This design comes from an exercise in tuning for small area on the open sky130 flow, not from production work.
Only simulation tests tie the RTL to the original design; equivalence was not proved.

== rev 12 ==
==> flow/design.v (excerpt) <==
module musicbox(clk, rst, buzz);
input clk;
input rst;
output reg buzz;
reg [7:0] pos;
reg gap;
reg [14:0] cnt;
reg [7:0] bcnt;
wire [3:0] code;
wire last;
wire [4:0] rom;
songrom r(.a(pos), .y(rom));
assign {code,last} = rom;
wire tb = ~gap & (cnt[0] & ~cnt[1] & ~cnt[2] & cnt[4] & cnt[5] & ~cnt[6] & cnt[7] & cnt[8] & cnt[9] & cnt[10] & cnt[11] & cnt[12] & cnt[13] & cnt[14]);
wire wrap = (pos[1] & pos[2] & pos[6] & pos[7]);
wire tg = gap & (~cnt[3] & cnt[5] & cnt[6] & ~cnt[7] & cnt[8] & cnt[9] & cnt[10] & cnt[11]);
wire clr = rst | tb | tg | wrap;
wire pclr = rst | wrap;
wire adv = tg | (tb & ~last);
wire silent = gap | (code == 4'd0);
reg bterm;
always @(*) begin
  case(code)
    4'd1: bterm = (~bcnt[0] & bcnt[1] & bcnt[2] & ~bcnt[3] & ~bcnt[5] & ~bcnt[6] & bcnt[7]);
    4'd2: bterm = (~bcnt[3] & ~bcnt[4] & ~bcnt[5] & bcnt[6] & bcnt[7]);
    4'd3: bterm = (~bcnt[0] & bcnt[2] & bcnt[3] & bcnt[4] & ~bcnt[5] & ~bcnt[6]);
    4'd4: bterm = (bcnt[0] & bcnt[2] & ~bcnt[4] & bcnt[5] & ~bcnt[6] & bcnt[7]);
    4'd5: bterm = (bcnt[0] & bcnt[2] & ~bcnt[3] & ~bcnt[5] & bcnt[6] & ~bcnt[7]);
    4'd6: bterm = (bcnt[1] & bcnt[3] & bcnt[5] & bcnt[6] & ~bcnt[7]);
    4'd7: bterm = (bcnt[0] & ~bcnt[1] & bcnt[3] & bcnt[5] & bcnt[6] & bcnt[7]);
    4'd8: bterm = (~bcnt[2] & ~bcnt[4] & ~bcnt[5] & bcnt[6] & bcnt[7]);
    4'd9: bterm = (bcnt[0] & bcnt[1] & bcnt[2] & bcnt[3] & ~bcnt[6] & bcnt[7]);
    4'd10: bterm = (bcnt[2] & ~bcnt[3] & ~bcnt[5] & ~bcnt[6] & ~bcnt[7]);
    default: bterm = 1'b0;
  endcase
end
  ...
Size in the first run: about 240 cells after synthesis.
==> module musicbox, before the edit <==
module musicbox(clk, rst, buzz);
input clk;
input rst;
output reg buzz;
reg [7:0] pos;
reg gap;
reg [14:0] cnt;
reg [7:0] bcnt;
wire [3:0] code;
wire last;
wire [4:0] rom;
songrom r(.a(pos), .y(rom));
assign {code,last} = rom;
wire tb = ~gap & (cnt[0] & ~cnt[1] & ~cnt[2] & cnt[4] & cnt[5] & ~cnt[6] & cnt[7] & cnt[8] & cnt[9] & cnt[10] & cnt[11] & cnt[12] & cnt[13] & cnt[14]);
wire wrap = (pos[1] & pos[2] & pos[6] & pos[7]);
wire tg = gap & (~cnt[3] & cnt[5] & cnt[6] & ~cnt[7] & cnt[8] & cnt[9] & cnt[10] & cnt[11]);
wire clr = rst | tb | tg | wrap;
wire pclr = rst | wrap;
wire adv = tg | (tb & ~last);
wire silent = gap | (code == 4'd0);
reg bterm;
always @(*) begin
  case(code)
    4'd1: bterm = (~bcnt[0] & bcnt[1] & bcnt[2] & ~bcnt[3] & ~bcnt[5] & ~bcnt[6] & bcnt[7]);
    4'd2: bterm = (~bcnt[3] & ~bcnt[4] & ~bcnt[5] & bcnt[6] & bcnt[7]);
    4'd3: bterm = (~bcnt[0] & bcnt[2] & bcnt[3] & bcnt[4] & ~bcnt[5] & ~bcnt[6]);
    4'd4: bterm = (bcnt[0] & bcnt[2] & ~bcnt[4] & bcnt[5] & ~bcnt[6] & bcnt[7]);
    4'd5: bterm = (bcnt[0] & bcnt[2] & ~bcnt[3] & ~bcnt[5] & bcnt[6] & ~bcnt[7]);
    4'd6: bterm = (bcnt[1] & bcnt[3] & bcnt[5] & bcnt[6] & ~bcnt[7]);
    4'd7: bterm = (bcnt[0] & ~bcnt[1] & bcnt[3] & bcnt[5] & bcnt[6] & bcnt[7]);
    4'd8: bterm = (~bcnt[2] & ~bcnt[4] & ~bcnt[5] & bcnt[6] & bcnt[7]);
    4'd9: bterm = (bcnt[0] & bcnt[1] & bcnt[2] & bcnt[3] & ~bcnt[6] & bcnt[7]);
    4'd10: bterm = (bcnt[2] & ~bcnt[3] & ~bcnt[5] & ~bcnt[6] & ~bcnt[7]);
    default: bterm = 1'b0;
  endcase
end
wire bclr = rst | silent | bterm;
always @(posedge clk) begin
  cnt <= clr ? 15'd0 : {cnt[13:0] ^ 14'd16383, (cnt[14] ^ cnt[0])};
  gap <= ~rst & (gap ? ~tg : (tb & last));
  pos <= pclr ? 8'd0 : pos + {7'd0, adv};
  bcnt <= bclr ? 8'd0 : {bcnt[6:0] ^ 7'd127, (bcnt[7] ^ bcnt[2])};
  buzz <= ~(rst | silent) & (buzz ^ bterm);
end
endmodule
==> flow/config.mk <==
export PLATFORM = sky130hd
export DESIGN_NAME = musicbox
export DESIGN_NICKNAME = musicbox
export VERILOG_FILES = /design/flow/design.v
export SDC_FILE = /design/flow/constraint.sdc
export NUM_CORES = 4
export LEC_CHECK = 0
export ABC_AREA = 1
export CAP_MARGIN = 20
export CORE_AREA = 2 2 62 62
export DIE_AREA = 0 0 64 64
export SLEW_MARGIN = 20
==> flow/constraint.sdc <==
create_clock -name core_clock -period 100.0 [get_ports {clk}]
set_input_delay 20.0000 -clock core_clock [delete_from_list [all_inputs] [get_ports {clk}]]
set_output_delay 20.0000 -clock core_clock [all_outputs]
set_load 0.01 [all_outputs]
standard.sh (not shown) runs the stock make flow with config.mk's settings and CLKGATE_MAP_FILE= SYNTH_SCRIPT=/design/flow/synth_recipe.tcl, a recipe that flattens the netlist after the stock synthesis.
==> flow/flow/run.sh <==
#!/bin/bash
# Own layout flow: the standard synthesis, then the combinational logic between the
# standard synthesis's registers is re-mapped with stronger ABC area scripts (the registers,
# their instance names and cell types stay as the standard synthesis made them), then the standard flow's
# standard layout from floorplan to finish. Each tool writes its full output to a log here.
set -euo pipefail
HERE=$(pwd)
YOSYS=${YOSYS_EXE:-/OpenROAD-flow-scripts/tools/install/yosys/bin/yosys}
LIB=$FLOW_HOME/platforms/sky130hd/lib/sky130_fd_sc_hd__tt_025C_1v80.lib
R=$HERE/orfs/results/sky130hd/musicbox/base
T=${RESYN_T:-60}

bash standard.sh synth > $HERE/flow_synth.log 2>&1
cp $R/1_2_yosys.v $HERE/std_synth.v

DU=""
for c in $(grep -o 'sky130_fd_sc_hd__\(probe\|lpflow\)[a-z0-9_]*' $FLOW_HOME/platforms/sky130hd/config.mk | sort -u); do DU="$DU -dont_use $c"; done
SEQ=$(echo $(grep -o 'sky130_fd_sc_hd__[a-z0-9_]*' $HERE/std_synth.v | sort -u | grep -E '__(df|edf|sdf|dl|sedf|conb)' || true))

# candidate ABC scripts (different random seeds of &deepsyn); the smallest result is used
N=${RESYN_N:-8}
for i in $(seq 0 $((N-1))); do
  echo "strash; dc2; &get -n; &deepsyn -T $T -S $((i+1)); &put; strash; amap; topo" > $HERE/resynth_$i.abc
  cat > $HERE/resynth_$i.ys <<EOS
read_liberty -ignore_miss_func $LIB
read_verilog $HERE/std_synth.v
hierarchy -top musicbox
setattr -mod -set keep_hierarchy 1 $SEQ
flatten
opt_clean
abc -liberty $LIB $DU -script $HERE/resynth_$i.abc
opt_clean -purge
rename -hide w:*.*
select musicbox
tee -o $HERE/resynth_$i.stat stat -liberty $LIB
write_verilog -noattr -noexpr -selected $HERE/resynth_$i.v
EOS
done
for i in $(seq 0 $((N-1))); do
  ( $YOSYS -s $HERE/resynth_$i.ys > $HERE/flow_resynth_$i.log 2>&1 || true ) &
  if (( (i+1) % ${NUM_CORES:-4} == 0 )); then wait; fi
done
wait
BEST=""; BA=""
for i in $(seq 0 $((N-1))); do
  A=$(grep -h "Chip area for" $HERE/resynth_$i.stat 2>/dev/null | tail -1 | awk '{print $NF}')
  echo "script $i: area ${A:-failed}" >> $HERE/resynth_choice.log
  if [[ -n "$A" && -s $HERE/resynth_$i.v ]]; then
    if [[ -z "$BA" ]] || awk "BEGIN{exit !($A < $BA)}"; then BA=$A; BEST=$i; fi
  fi
done
STD=$(grep -h "Chip area" $HERE/orfs/reports/sky130hd/musicbox/base/synth_stat.txt | tail -1 | awk '{print $NF}')
echo "standard synthesis: $STD; best: ${BEST:-none} $BA" >> $HERE/resynth_choice.log
if [[ -n "$BEST" ]] && awk "BEGIN{exit !($BA < $STD)}"; then
  cp $HERE/resynth_$BEST.v $R/1_2_yosys.v
  rm -f $R/1_synth.odb $R/1_synth.sdc
fi
# extra ORFS variables for the layout steps, one VAR=value per line (e.g. CTS_ARGS)
EXTRA=()
if [[ -f $HERE/flow/extra_vars.txt ]]; then
  while IFS= read -r line; do [[ -n "$line" ]] && EXTRA+=("$line"); done < $HERE/flow/extra_vars.txt
fi
bash standard.sh "${EXTRA[@]}" finish > $HERE/flow_finish.log 2>&1
Other scripts of this flow, unchanged in this note and not shown: flow/flow/extra_vars.txt
#### Input delta (rev 13 over rev 12)
-- flow/design.v --
<<< rev 12, line 1089
input rst;
output reg buzz;
reg [7:0] pos;
reg gap;
reg [14:0] cnt;
reg [7:0] bcnt;
wire [3:0] code;
wire last;
wire [4:0] rom;
songrom r(.a(pos), .y(rom));
assign {code,last} = rom;
wire tb = ~gap & (cnt[0] & ~cnt[1] & ~cnt[2] & cnt[4] & cnt[5] & ~cnt[6] & cnt[7] & cnt[8] & cnt[9] & cnt[10] & cnt[11] & cnt[12] & cnt[13] & cnt[14]);
wire wrap = (pos[1] & pos[2] & pos[6] & pos[7]);
wire tg = gap & (~cnt[3] & cnt[5] & cnt[6] & ~cnt[7] & cnt[8] & cnt[9] & cnt[10] & cnt[11]);
wire clr = rst | tb | tg | wrap;
wire pclr = rst | wrap;
wire adv = tg | (tb & ~last);
wire silent = gap | (code == 4'd0);
reg bterm;
always @(*) begin
  case(code)
    4'd1: bterm = (~bcnt[0] & bcnt[1] & bcnt[2] & ~bcnt[3] & ~bcnt[5] & ~bcnt[6] & bcnt[7]);
    4'd2: bterm = (~bcnt[3] & ~bcnt[4] & ~bcnt[5] & bcnt[6] & bcnt[7]);
    4'd3: bterm = (~bcnt[0] & bcnt[2] & bcnt[3] & bcnt[4] & ~bcnt[5] & ~bcnt[6]);
    4'd4: bterm = (bcnt[0] & bcnt[2] & ~bcnt[4] & bcnt[5] & ~bcnt[6] & bcnt[7]);
    4'd5: bterm = (bcnt[0] & bcnt[2] & ~bcnt[3] & ~bcnt[5] & bcnt[6] & ~bcnt[7]);
    4'd6: bterm = (bcnt[1] & bcnt[3] & bcnt[5] & bcnt[6] & ~bcnt[7]);
    4'd7: bterm = (bcnt[0] & ~bcnt[1] & bcnt[3] & bcnt[5] & bcnt[6] & bcnt[7]);
    4'd8: bterm = (~bcnt[2] & ~bcnt[4] & ~bcnt[5] & bcnt[6] & bcnt[7]);
    4'd9: bterm = (bcnt[0] & bcnt[1] & bcnt[2] & bcnt[3] & ~bcnt[6] & bcnt[7]);
    4'd10: bterm = (bcnt[2] & ~bcnt[3] & ~bcnt[5] & ~bcnt[6] & ~bcnt[7]);
    default: bterm = 1'b0;
  endcase
end
wire bclr = rst | silent | bterm;
always @(posedge clk) begin
  cnt <= clr ? 15'd0 : {cnt[13:0] ^ 14'd16383, (cnt[14] ^ cnt[0])};
  gap <= ~rst & (gap ? ~tg : (tb & last));
  pos <= pclr ? 8'd0 : pos + {7'd0, adv};
  bcnt <= bclr ? 8'd0 : {bcnt[6:0] ^ 7'd127, (bcnt[7] ^ bcnt[2])};
  buzz <= ~(rst | silent) & (buzz ^ bterm);
end
>>> rev 13, line 1089
input rst;
output reg buzz;
reg [7:0] pos;     
reg gap;           
reg [14:0] cnt;    
reg [7:0] bcnt;    
wire [3:0] code;   
wire last;         
wire [4:0] rom;
songrom r(.a(pos), .y(rom));
assign {code,last} = rom;
wire tb = ~gap & (cnt[0] & ~cnt[1] & ~cnt[2] & cnt[4] & cnt[5] & ~cnt[6] & cnt[7] & cnt[8] & cnt[9] & cnt[10] & cnt[11] & cnt[12] & cnt[13] & cnt[14]);    
wire tg = gap & (~cnt[3] & cnt[5] & cnt[6] & ~cnt[7] & cnt[8] & cnt[9] & cnt[10] & cnt[11]);     
wire wrap = ~gap & (pos[1] & pos[2] & pos[6] & pos[7]);
wire clr = rst | tb | tg | wrap;
wire pclr = rst | wrap;
wire silent = gap | (code == 4'd0);
wire bterm = (~bcnt[0] & bcnt[1] & bcnt[2] & ~bcnt[3] & ~bcnt[5] & ~bcnt[6] & bcnt[7]);    
reg [7:0] bstart;   
always @(*) begin
  case(code)
    4'd1: bstart = 8'd0;
    4'd2: bstart = 8'd19;
    4'd3: bstart = 8'd147;
    4'd4: bstart = 8'd5;
    4'd5: bstart = 8'd78;
    4'd6: bstart = 8'd94;
    4'd7: bstart = 8'd205;
    4'd8: bstart = 8'd154;
    4'd9: bstart = 8'd235;
    4'd10: bstart = 8'd173;
    default: bstart = 8'd0;
  endcase
end
always @(posedge clk) begin
  cnt <= clr ? 15'd0 : {cnt[13:0] ^ 14'd16383, (cnt[14] ^ cnt[0])};
  gap <= ~rst & (gap ? ~tg : (tb & last));
  pos <= pclr ? 8'd0 : pos + {7'd0, tb};
  bcnt <= pclr ? 8'd235 : (silent | bterm) ? bstart : {bcnt[6:0] ^ 7'd127, (bcnt[7] ^ bcnt[2])};
  buzz <= ~(rst | silent) & (buzz ^ bterm);
end
--- outcome ---
Comparing rev 13 and rev 12, the higher worst path arrival time is on rev 13.
Rev 13 vs. rev 12: synthesized cell area has decreased, number of signal-net buffers in the layout has increased, met3 wire length higher, mean cell area of the mapped netlist rose by about 0.8%.

-- port drivers added, routing unchanged --
Ports are ideal in the flow. The routed layouts listed here were re-timed in OpenROAD.
Step 1 sets driving cells, clkbuf_16 on the clock port and buf_2 on the other inputs (assumed; they add their load-dependent delay and slew).
Step 2 moves the port delays by t, midway between the first and last clock arrival at a register: inputs arrive t later, outputs are due t later. That takes back most of the time a late clock gives input paths.
Slacks: no drivers / after step 1 / after step 2; pairs: no drivers / after step 1.
run | t, ns | setup WS [ns] | worst slew at a driven data input, ns | pins driven straight from the clock port
rev 12 | 0.339 | 79.152 / 79.129 / 78.979 | 0.03 | 1
rev 13 | 0.347 | 79.047 / 79.047 / 78.700 | 0.03 | 1
After both steps every run listed still meets setup and hold. For rev 13, which loses most, drivers alone change the setup slack by 0.000 ns; drivers and shift together by -0.347 ns.
